Background: an optimization exercise with open tools, aiming at small area and a short achievable clock period. Do not read the settings as production practice. RTL that was checked went through simulation tests only; none was proved equivalent to the original. Power and IR drop assume default switching activity.

==> flow/design.v (excerpt) <==
module umt_top #(
    parameter MAX_UMTS = 5,
    parameter MAX_LMTS = 5,
    parameter MAX_WIDTH = 64,
    parameter MAX_DEPTH = 512,
    parameter PMT_WIDTH = 32,
    parameter PMT_DEPTH = 32,
    parameter MAX_PMTS_PER_LMT = 8
) (
    input  wire                      clk,
    input  wire                      rst_n,
    input  wire                      umt_cfg_valid,
    input  wire                      umt_cfg_wr_en,
    input  wire [2:0]                umt_cfg_id,
    input  wire [15:0]               umt_cfg_width,
    input  wire [15:0]               umt_cfg_depth,
    input  wire                      umt_cfg_type,
    input  wire                      umt_map_trigger,
    input  wire                      entry_valid,
    input  wire [2:0]                entry_umt_id,
    input  wire [8:0]                entry_addr,
    input  wire [MAX_WIDTH-1:0]      entry_data,
    input  wire [MAX_WIDTH-1:0]      entry_mask,
    output wire                      map_done,
    output wire                      map_error,
    output wire [MAX_LMTS-1:0]       lmt_used,
    output wire [MAX_LMTS*8-1:0]     lmt_uid,
    output wire [MAX_LMTS*8-1:0]     lmt_internal_id,
    output wire [MAX_LMTS*2-1:0]     lmt_status_flag,
    output wire [MAX_LMTS*2-1:0]     lmt_width_gear,
    output wire [MAX_LMTS*3-1:0]     lmt_depth_gear,
    output wire                      lmt_entry_valid,
    output wire [2:0]                lmt_entry_id,
    output wire [8:0]                lmt_entry_addr,
    output wire [MAX_WIDTH-1:0]      lmt_entry_data,
    output wire [MAX_WIDTH-1:0]      lmt_entry_mask,
    output wire [7:0]                total_lmts_used,
    output wire [15:0]               total_pmts_needed
);
clock: 120.0 ns
lec_check: 0
cap_margin: 20
core_margin: 2
core_utilization: 75
slew_margin: 20
standard.sh (not shown) runs the stock make flow with config.mk's settings and CLKGATE_MAP_FILE= SYNTH_SCRIPT=/design/flow/synth_recipe.tcl, a recipe that flattens the netlist after the stock synthesis.
==> flow/flow/run.sh <==
#!/bin/bash
# Standard ORFS layout (the standard.sh) with these changes:
#  - port buffers are the smallest buffer cell (buf_1);
#  - clock tree: larger sink clusters of clkbuf_8, no dummy loads;
#  - repair aims at a setup slack of 93 ns (the I/O paths set the period);
#  - tie cells each drive up to 8 constant outputs instead of one each;
#  - after floorplan, the logic is re-mapped for area (restructure) and
#    cells are set to their smallest variant.
set -euo pipefail
here="$(cd "$(dirname "$0")" && pwd)"
export BUFFER_PORTS_ARGS="-buffer_cell sky130_fd_sc_hd__buf_1"
export CTS_ARGS="-sink_clustering_enable -repair_clock_nets -dont_use_dummy_load -buf_list sky130_fd_sc_hd__clkbuf_8 -sink_clustering_size 16 -sink_clustering_max_diameter 60"
export SETUP_SLACK_MARGIN=93
export SKIP_REPAIR_TIE_FANOUT=1
export POST_FLOORPLAN_TCL="$here/post_floorplan.tcl"
bash standard.sh > standard.log 2>&1
Other scripts of this flow, unchanged in this note and not shown: flow/flow/downsize.tcl, flow/flow/post_floorplan.tcl, flow/flow/tie.tcl
Then changed:
--- a/flow/design.v
+++ b/flow/design.v
@@ -240,25 +240,25 @@
     assign map_done          = md;
     assign map_error         = tl_err & (md | (s == S_DONE));
     assign lmt_used          = lu;
     assign lmt_uid           = o_uid;
     assign lmt_internal_id   = o_iid;
     assign lmt_status_flag   = o_sf;
     assign lmt_width_gear    = o_wg;
     assign lmt_depth_gear    = o_dg;
     assign total_lmts_used   = {3'd0, tl};
     assign total_pmts_needed = {8'd0, tp};
     reg        e_v;
     reg [2:0]  e_id;
-    reg [8:0]  e_addr;
+    reg [7:0]  e_addr;
     reg [63:0] e_data, e_mask;
     reg [3:0] st [0:4];
     reg [4:0] en [0:4];
     reg [3:0] z;
     reg       c, t;
     integer   b;
     always @(*) begin
         for (n = 0; n < 5; n = n + 1) begin
             st[n] = 4'd0;
             for (i = 0; i < n; i = i + 1)
                 if (lu[i] && lid[i*3 +: 3] == lid[n*3 +: 3])
                     st[n] = en[i][3:0];
@@ -268,63 +268,63 @@
                 t = z[b] | c;
                 en[n][b] = st[n][b] ^ t;
                 c = st[n][b] & t;
             end
             en[n][4] = c;
         end
     end
     reg [4:0] hit;
     reg       lt, eq;
     reg       found;
     reg       taken;
     reg [2:0] t_id;
-    reg [3:0] t_st;
-    reg [3:0] t_off;
-    reg       bw;
+    reg [2:0] t_off;
+    reg [2:0] o;
+    reg [1:0] g;
     always @(*) begin
         taken = 1'b0;
         t_id = 3'd0;
-        t_st = 4'd0;
+        t_off = 3'd0;
         for (n = 0; n < 5; n = n + 1) begin
             lt = en[n][4];
             eq = ~en[n][4];
             for (b = 3; b >= 0; b = b - 1) begin
                 lt = lt | (eq & ~entry_addr[5+b] & en[n][b]);
                 eq = eq & ~(entry_addr[5+b] ^ en[n][b]);
             end
             hit[n] = lu[n] & (lid[n*3 +: 3] == entry_umt_id) & lt;
+            g = ldg[n];
+            o[0] = (g != 2'd0) & (entry_addr[5] ^ st[n][0]);
+            o[1] = g[1] & (entry_addr[6] ^ st[n][1] ^ (~entry_addr[5] & st[n][0]));
+            o[2] = g[1] & g[0] & (entry_addr[7] ^ st[n][2] ^
+                   ((~entry_addr[6] & st[n][1]) | (~(entry_addr[6] ^ st[n][1]) & ~entry_addr[5] & st[n][0])));
             if (hit[n] && !taken) begin
                 taken = 1'b1;
                 t_id = n[2:0];
-                t_st = st[n];
+                t_off = o;
             end
         end
         found = |hit;
-        bw = 1'b0;
-        for (b = 0; b < 4; b = b + 1) begin
-            t_off[b] = entry_addr[5+b] ^ t_st[b] ^ bw;
-            bw = (~entry_addr[5+b] & (t_st[b] | bw)) | (t_st[b] & bw);
-        end
     end
     always @(posedge clk or negedge rst_n) begin
         if (!rst_n) begin
             e_v    <= 1'b0;
             e_id   <= 3'd0;
-            e_addr <= 9'd0;
+            e_addr <= 8'd0;
             e_data <= 64'd0;
             e_mask <= 64'd0;
         end else begin
             e_v <= entry_valid & found;
             if (entry_valid & found) begin
                 e_id   <= t_id;
                 e_addr <= {t_off, entry_addr[4:0]};
                 e_data <= entry_data;
                 e_mask <= entry_mask;
             end
         end
     end
     assign lmt_entry_valid = e_v;
     assign lmt_entry_id    = e_id;
-    assign lmt_entry_addr  = e_addr;
+    assign lmt_entry_addr  = {1'b0, e_addr};
     assign lmt_entry_data  = e_data;
     assign lmt_entry_mask  = e_mask;
 endmodule
Outcome: The new run went through all stages and came out clean. Final cell count grows by 3.0%. Maximum frequency grows by 0.34%. Non-clock buffer count grows by 1. Clock-buffer cell count does not change. First-iteration DRC count grows by 2.2%. Power grows by 11%.
No functional check of the RTL was part of the first run of this note.

[re-timing with driven ports]
The flow's constraints put no driver on any port. The routed layouts listed below were extracted and timed again, unchanged, in two steps.
Step 1 sets driving cells, clkbuf_16 on the clock port and buf_2 on the other inputs (assumed; they add their load-dependent delay and slew).
Step 2, shift: input delay + t, output delay - t, t = (earliest + latest rising clock arrival at the registers) / 2. This alone moves slack from input paths to output paths.
Three values: ideal ports, drivers, drivers and shift; two values: the first two.
run	t, ns	setup WS [ns]	worst hold slack (ns)	worst setup path at the end
the first run	0.564	93.158 / 93.179 / 92.615	0.470 / 0.470 / 0.470	input to register
the second run	0.555	93.248 / 93.259 / 92.704	0.479 / 0.479 / 0.479	input to register
After both steps every run listed still meets setup and hold. The setup slack of the second run, which loses most, moves by +0.011 ns with the drivers and by -0.544 ns with both steps.
